From an optimization exercise on the open Yosys and OpenROAD flow, aimed at small area and a short achievable clock period; shortcuts taken in it are not production practice.
In this exercise RTL edits were held to simulation tests only and were not proved equivalent to the original.

==> inputs of job 6736 <==
## lasd_riscv8
module lasd_riscv8 (
    input  wire        clk,
    input  wire        rst_n,       
    input  wire [31:0] instr,       
    input  wire [7:0]  sw_in,       
    input  wire [7:0]  dma_addr,    
    output wire [7:0]  pc,          
    output wire [7:0]  io_out,      
    output wire [55:0] xregs        
);
==> flow/config.mk <==
export PLATFORM = sky130hd
export DESIGN_NAME = lasd_riscv8
export DESIGN_NICKNAME = lasd_riscv8
export VERILOG_FILES = /design/flow/design.v
export SDC_FILE = /design/flow/constraint.sdc
export NUM_CORES = 4
export LEC_CHECK = 0
export CAP_MARGIN = 40
export CORE_MARGIN = 2
export CORE_UTILIZATION = 30
export PLACE_DENSITY = 0.42
export SLEW_MARGIN = 40
export SYNTH_HIERARCHICAL = 1
==> flow/constraint.sdc <==
create_clock -name core_clock -period 16.0 [get_ports {clk}]
set_input_delay 3.2000 -clock core_clock [delete_from_list [all_inputs] [get_ports {clk}]]
set_output_delay 3.2000 -clock core_clock [all_outputs]
set_load 0.01 [all_outputs]
standard.sh (not shown) runs the stock make flow with config.mk's settings and CLKGATE_MAP_FILE= SYNTH_SCRIPT=/design/flow/synth_recipe.tcl, a recipe that flattens the netlist after the stock synthesis.
==> flow/flow/run.sh <==
#!/bin/bash
# Own layout flow: the standard ORFS flow (standard.sh, with the standard
# synthesis unchanged), with these changes to how the layout is optimised:
#  - timing repair (CTS and global-route stages) aims for 10 ns of setup slack
#    instead of 0, so it keeps shortening the critical paths although the
#    16 ns clock is met; only the worst 5% of endpoints are repaired;
#  - the floorplan-stage repair is replaced by plain removal of synthesis
#    buffers (REMOVE_ABC_BUFFERS);
set -euo pipefail
export REMOVE_ABC_BUFFERS=1
export SETUP_SLACK_MARGIN=10
export TNS_END_PERCENT=5
export BUFFER_PORTS_ARGS="-buffer_cell sky130_fd_sc_hd__buf_4"
bash standard.sh synth > make_synth.log 2>&1
bash standard.sh > make_finish.log 2>&1
==> inputs of job 9395, as changes to job 6736 <==
==> flow/design.v (replaced) <==
`default_nettype none
module lasd_riscv8 (
    input  wire        clk,
    input  wire        rst_n,       
    input  wire [31:0] instr,       
    input  wire [7:0]  sw_in,       
    input  wire [7:0]  dma_addr,    
    output wire [7:0]  pc,          
    output wire [7:0]  io_out,      
    output wire [55:0] xregs        
);
reg [7:0] pc_r;
reg [7:0] io_r;
reg [7:0] dmad;
reg [7:0] x1, x2, x3, x4, x5, x6, x7;
assign pc = pc_r;
assign io_out = io_r;
assign xregs = {x7, x6, x5, x4, x3, x2, x1};
wire [6:0] op = instr[6:0];
wire [2:0] f3 = instr[14:12];
wire [6:0] f7 = instr[31:25];
wire [2:0] rd = instr[9:7];
wire [2:0] ra = instr[17:15];
wire [2:0] rb = instr[22:20];
wire f3z = (f3 == 3'b000);
wire is_r   = (op == 7'b0110011);
wire is_add = is_r & f3z & (f7 == 7'b0000000);
wire is_sub = is_r & f3z & (f7 == 7'b0100000);
wire is_and = is_r & (f3 == 3'b111) & (f7 == 7'b0000000);
wire is_or  = is_r & (f3 == 3'b110) & (f7 == 7'b0000000);
wire is_xor = is_r & (f3 == 3'b100) & (f7 == 7'b0000000);
wire is_slt = is_r & (f3 == 3'b010) & (f7 == 7'b0000000);
wire is_addi = (op == 7'b0010011) & f3z;
wire is_lb   = (op == 7'b0000011) & f3z;
wire is_sb   = (op == 7'b0100011) & f3z;
wire is_beq  = (op == 7'b1100011) & f3z;
wire reg_we = is_add | is_sub | is_and | is_or | is_xor | is_slt | is_addi | is_lb;
wire [7:0] imm_i = instr[27:20];
wire [7:0] imm_s = {instr[27:25], instr[11:7]};
wire [7:0] imm_b = {instr[27:25], instr[11:8], 1'b0};
genvar k;
wire [7:1] ra_oh, rb_oh;
generate
    for (k = 1; k < 8; k = k + 1) begin : rdec
        assign ra_oh[k] = (ra == k);
        assign rb_oh[k] = (rb == k);
    end
endgenerate
wire [7:0] rs1 = ({8{ra_oh[1]}} & x1) | ({8{ra_oh[2]}} & x2) | ({8{ra_oh[3]}} & x3)
               | ({8{ra_oh[4]}} & x4) | ({8{ra_oh[5]}} & x5) | ({8{ra_oh[6]}} & x6)
               | ({8{ra_oh[7]}} & x7);
wire [7:0] rs2 = ({8{rb_oh[1]}} & x1) | ({8{rb_oh[2]}} & x2) | ({8{rb_oh[3]}} & x3)
               | ({8{rb_oh[4]}} & x4) | ({8{rb_oh[5]}} & x5) | ({8{rb_oh[6]}} & x6)
               | ({8{rb_oh[7]}} & x7);
wire [7:0] alu_b = is_addi ? imm_i : rs2;
wire [7:0] sum   = rs1 + alu_b;
wire [7:0] diff  = rs1 - rs2;
wire       ltu   = (rs1 < rs2);
wire [7:0] alu =
      ({8{is_add | is_addi}} & sum)
    | ({8{is_sub}} & diff)
    | ({8{is_and}} & (rs1 & rs2))
    | ({8{is_or}}  & (rs1 | rs2))
    | ({8{is_xor}} & (rs1 ^ rs2))
    | {7'b0, is_slt & ltu};
wire [7:0] ma = rs1;
wire [7:0] mb = instr[5] ? imm_s : imm_i;
wire [7:0] mp = ma ^ mb;
wire [7:0] mg = ma & mb;
wire [7:0] mt = ma | mb;
wire [255:0] line;
generate
    for (k = 0; k < 256; k = k + 1) begin : dec
        wire [7:0] kk = k;
        wire [7:0] cin = {(kk[6:0] & mg[6:0]) | (~kk[6:0] & mt[6:0]), 1'b0};
        assign line[k] = ((mp ^ kk) == cin);
    end
endgenerate
wire [255:0] dsel;        
wire [7:0]   mem [0:255];
assign mem[0] = 8'h00;
assign mem[255] = sw_in;    
generate
    for (k = 1; k < 255; k = k + 1) begin : m
        reg [7:0] b;
        wire [7:0] ka = k - 4;
        wire dma_hit = (dma_addr == ka);
        wire st_hit = is_sb & line[k];
        always @(posedge clk or negedge rst_n) begin
            if (!rst_n)
                b <= 8'h00;
            else if (dma_hit)
                b <= dmad;
            else if (st_hit)
                b <= rs2;
        end
        assign mem[k] = b;
    end
endgenerate
wire [7:0] row [0:15];
generate
    for (k = 0; k < 16; k = k + 1) begin : rd_row
        wire [7:0] t [0:15];
        genvar c;
        for (c = 0; c < 16; c = c + 1) begin : col
            assign t[c] = {8{line[16*k+c]}} & mem[16*k+c];
        end
        wire [7:0] q0 = t[0] | t[1] | t[2] | t[3];
        wire [7:0] q1 = t[4] | t[5] | t[6] | t[7];
        wire [7:0] q2 = t[8] | t[9] | t[10] | t[11];
        wire [7:0] q3 = t[12] | t[13] | t[14] | t[15];
        assign row[k] = (q0 | q1) | (q2 | q3);
    end
endgenerate
wire [7:0] r0 = row[0] | row[1] | row[2] | row[3];
wire [7:0] r1 = row[4] | row[5] | row[6] | row[7];
wire [7:0] r2 = row[8] | row[9] | row[10] | row[11];
wire [7:0] r3 = row[12] | row[13] | row[14] | row[15];
wire [7:0] ld = (r0 | r1) | (r2 | r3);
wire [7:0] wd = is_lb ? ld : alu;
wire beq_taken = is_beq & (rs1 == rs2);
wire [7:0] pc_next = beq_taken ? (pc_r + imm_b) : (pc_r + 8'd4);
wire io_we = is_sb & line[255];
wire dma_keep = (dma_addr == 8'hFB);
always @(posedge clk or negedge rst_n) begin
    if (!rst_n) begin
        pc_r <= 8'h00;
        io_r <= 8'h00;
        dmad <= 8'h00;
        x1 <= 8'h00; x2 <= 8'h00; x3 <= 8'h00; x4 <= 8'h00;
        x5 <= 8'h00; x6 <= 8'h00; x7 <= 8'h00;
    end else begin
        pc_r <= pc_next;
        if (io_we) io_r <= rs2;
        if (!dma_keep) dmad <= sw_in;
        if (reg_we) begin
            case (rd)
                3'd1: x1 <= wd;
                3'd2: x2 <= wd;
                3'd3: x3 <= wd;
                3'd4: x4 <= wd;
                3'd5: x5 <= wd;
                3'd6: x6 <= wd;
                3'd7: x7 <= wd;
                default: ;
            endcase
        end
    end
end
endmodule
`default_nettype wire
CORE_UTILIZATION = 55   (was 30)
PLACE_DENSITY = 0.65   (was 0.42)
SYNTH_HIERARCHICAL = not set   (was 1)
==> inputs of job 4323, as changes to job 6736 <==
--- a/flow/design.v
+++ b/flow/design.v
@@ -41,50 +41,42 @@
 genvar k;
 wire [7:1] ra_oh, rb_oh;
 generate
     for (k = 1; k < 8; k = k + 1) begin : rdec
         assign ra_oh[k] = (ra == k);
         assign rb_oh[k] = (rb == k);
     end
 endgenerate
-wire [7:0] rs1, rs1m;
+wire [7:0] rs1;
 generate
     for (k = 0; k < 8; k = k + 1) begin : r1b
         wire n12, n34, n56, n7;
         g_aoi22 u12 (.a1(ra_oh[1]), .a2(x1[k]), .b1(ra_oh[2]), .b2(x2[k]), .y(n12));
         g_aoi22 u34 (.a1(ra_oh[3]), .a2(x3[k]), .b1(ra_oh[4]), .b2(x4[k]), .y(n34));
         g_aoi22 u56 (.a1(ra_oh[5]), .a2(x5[k]), .b1(ra_oh[6]), .b2(x6[k]), .y(n56));
         g_nand2 u7 (.a(ra_oh[7]), .b(x7[k]), .y(n7));
         g_nand4 uo (.a(n12), .b(n34), .c(n56), .d(n7), .y(rs1[k]));
-    end
-    for (k = 0; k < 8; k = k + 1) begin : r1m
-        wire n12, n34, n56, n7;
-        g_aoi22 u12 (.a1(ra_oh[1]), .a2(x1[k]), .b1(ra_oh[2]), .b2(x2[k]), .y(n12));
-        g_aoi22 u34 (.a1(ra_oh[3]), .a2(x3[k]), .b1(ra_oh[4]), .b2(x4[k]), .y(n34));
-        g_aoi22 u56 (.a1(ra_oh[5]), .a2(x5[k]), .b1(ra_oh[6]), .b2(x6[k]), .y(n56));
-        g_nand2 u7 (.a(ra_oh[7]), .b(x7[k]), .y(n7));
-        g_nand4 uo (.a(n12), .b(n34), .c(n56), .d(n7), .y(rs1m[k]));
     end
 endgenerate
 wire [7:0] rs2 = ({8{rb_oh[1]}} & x1) | ({8{rb_oh[2]}} & x2) | ({8{rb_oh[3]}} & x3)
                | ({8{rb_oh[4]}} & x4) | ({8{rb_oh[5]}} & x5) | ({8{rb_oh[6]}} & x6)
                | ({8{rb_oh[7]}} & x7);
 wire [7:0] alu_b = is_addi ? imm_i : rs2;
 wire [7:0] sum   = rs1 + alu_b;
 wire [7:0] diff  = rs1 - rs2;
 wire       ltu   = (rs1 < rs2);
 wire [7:0] alu =
       ({8{is_add | is_addi}} & sum)
     | ({8{is_sub}} & diff)
     | ({8{is_and}} & (rs1 & rs2))
     | ({8{is_or}}  & (rs1 | rs2))
     | ({8{is_xor}} & (rs1 ^ rs2))
     | {7'b0, is_slt & ltu};
-wire [7:0] ma = rs1m;
+wire [7:0] ma = rs1;
 wire [7:0] mb = instr[5] ? imm_s : imm_i;
 wire [7:0] mp = ma ^ mb;
 wire [7:0] mg = ma & mb;
 wire [7:0] mt = ma | mb;
 wire [255:0] line;
 generate
     for (k = 0; k < 256; k = k + 1) begin : dec
         wire [7:0] kk = k;
@@ -148,49 +140,44 @@
             g_nand2 u (.a(l4[2*j]), .b(l4[2*j+1]), .y(l5[j]));
         end
         for (j = 0; j < 2; j = j + 1) begin : t6
             g_nor2 u (.a(l5[2*j]), .b(l5[2*j+1]), .y(l6[j]));
         end
         g_nand2 t7 (.a(l6[0]), .b(l6[1]), .y(ld[k]));
     end
 endgenerate
-wire [7:0] xq [1:7];
-wire [7:0] xd [1:7];
-assign xq[1] = x1; assign xq[2] = x2; assign xq[3] = x3; assign xq[4] = x4;
-assign xq[5] = x5; assign xq[6] = x6; assign xq[7] = x7;
-generate
-    for (k = 1; k < 8; k = k + 1) begin : wbk
-        wire we = reg_we & (rd == k);
-        wire sl = we & is_lb;
-        wire sa = we & ~is_lb;
-        wire h = ~we;
-        genvar i;
-        for (i = 0; i < 8; i = i + 1) begin : wb
-            wsel u (.q(xq[k][i]), .h(h), .dm(ld[i]), .sd(sl), .r(alu[i]), .ss(sa), .d(xd[k][i]));
-        end
-    end
-endgenerate
+wire [7:0] wd = is_lb ? ld : alu;
 wire beq_taken = is_beq & (rs1 == rs2);
 wire [7:0] pc_next = beq_taken ? (pc_r + imm_b) : (pc_r + 8'd4);
 wire io_we = is_sb & line[255];
 wire dma_keep = (dma_addr == 8'hFB);
 always @(posedge clk or negedge rst_n) begin
     if (!rst_n) begin
         pc_r <= 8'h00;
         io_r <= 8'h00;
         dmad <= 8'h00;
         x1 <= 8'h00; x2 <= 8'h00; x3 <= 8'h00; x4 <= 8'h00;
         x5 <= 8'h00; x6 <= 8'h00; x7 <= 8'h00;
     end else begin
         pc_r <= pc_next;
         if (io_we) io_r <= rs2;
         if (!dma_keep) dmad <= sw_in;
-        x1 <= xd[1]; x2 <= xd[2]; x3 <= xd[3]; x4 <= xd[4];
-        x5 <= xd[5]; x6 <= xd[6]; x7 <= xd[7];
+        if (reg_we) begin
+            case (rd)
+                3'd1: x1 <= wd;
+                3'd2: x2 <= wd;
+                3'd3: x3 <= wd;
+                3'd4: x4 <= wd;
+                3'd5: x5 <= wd;
+                3'd6: x6 <= wd;
+                3'd7: x7 <= wd;
+                default: ;
+            endcase
+        end
     end
 end
 endmodule
 module wsel (
     input  wire q,
     input  wire h,
     input  wire dm,
     input  wire sd,
CORE_UTILIZATION = 40   (was 30)
PLACE_DENSITY = 0.5   (was 0.42)
==> key figures <==
Outcome
  • Status: aborted with a tool error
  • Failed at: global routing (5_1_grt)
  • Error: [ERROR GRT-0116] Global routing finished with congestion. Check the congestion regions in the DRC Viewer.

Synth
  • Post-synth top cells: nand2_1 (2515), nor2_1 (2434), o21ai_0 (2129)
  • Mux share of post-synthesis cell area: 0.006410
  • Post-synth top area share: 0.4610

Global routing
  • Total congestion overflow: 1322
-- figures above: job 9395

==> key figures <==
Outcome
  • Status: finished clean

Critical path
  • Worst R2R Start: x3[5]

Synth
  • Post-synth top area share: 0.4918
  • Mapped cell area: 107400 µm²
  • Mux share of post-synthesis cell area: 0.004147

Global routing
  • Total congestion overflow: 0
-- figures above: job 4323

==> key figures <==
Global routing
  • Total congestion overflow: 0

Synth
  • Post-synth top area share: 0.4858
  • Synth Area in Compound Gates: 0.3327

Critical path
  • Most used cell, CP: nor2_4

Outcome
  • Status: finished clean

Floorplan
  • Die W: 606.0 µm

Detailed routing
  • Post-Route WL: 545.0 mm
  • DR WL met2: 239.0 mm

Finish
  • Multi-input combinational gate total: 5809
-- figures above: job 6736

## afterwards: timing with drivers on the ports
No port has a modelled driver above. Below, the same layouts with a new extraction and two added sets of constraints.
Step 1: set_driving_cell puts a clkbuf_16 on clk and a buf_2 on each other input, an assumption about the parent block.
Step 2, shift: input delay + t, output delay - t, t = (earliest + latest rising clock arrival at the registers) / 2. This alone moves slack from input paths to output paths.
Slacks: no drivers / after step 1 / after step 2; pairs: no drivers / after step 1.
| run | t, ns | setup WS [ns] | latest minus earliest clock arrival (ns) | slew at the worst register clock pin (ns) |
|---|---|---|---|---|
| job 6736 | 1.000 | 9.364 / 9.378 / 8.377 | 0.069 / 0.069 | 0.07 / 0.07 |
| job 4323 | 1.022 | 9.481 / 9.552 / 8.530 | 0.068 / 0.068 | 0.07 / 0.07 |
After both steps setup and hold are still met in every run listed. For job 6736, which loses most, drivers alone change the setup slack by +0.014 ns; drivers and shift together by -0.987 ns.
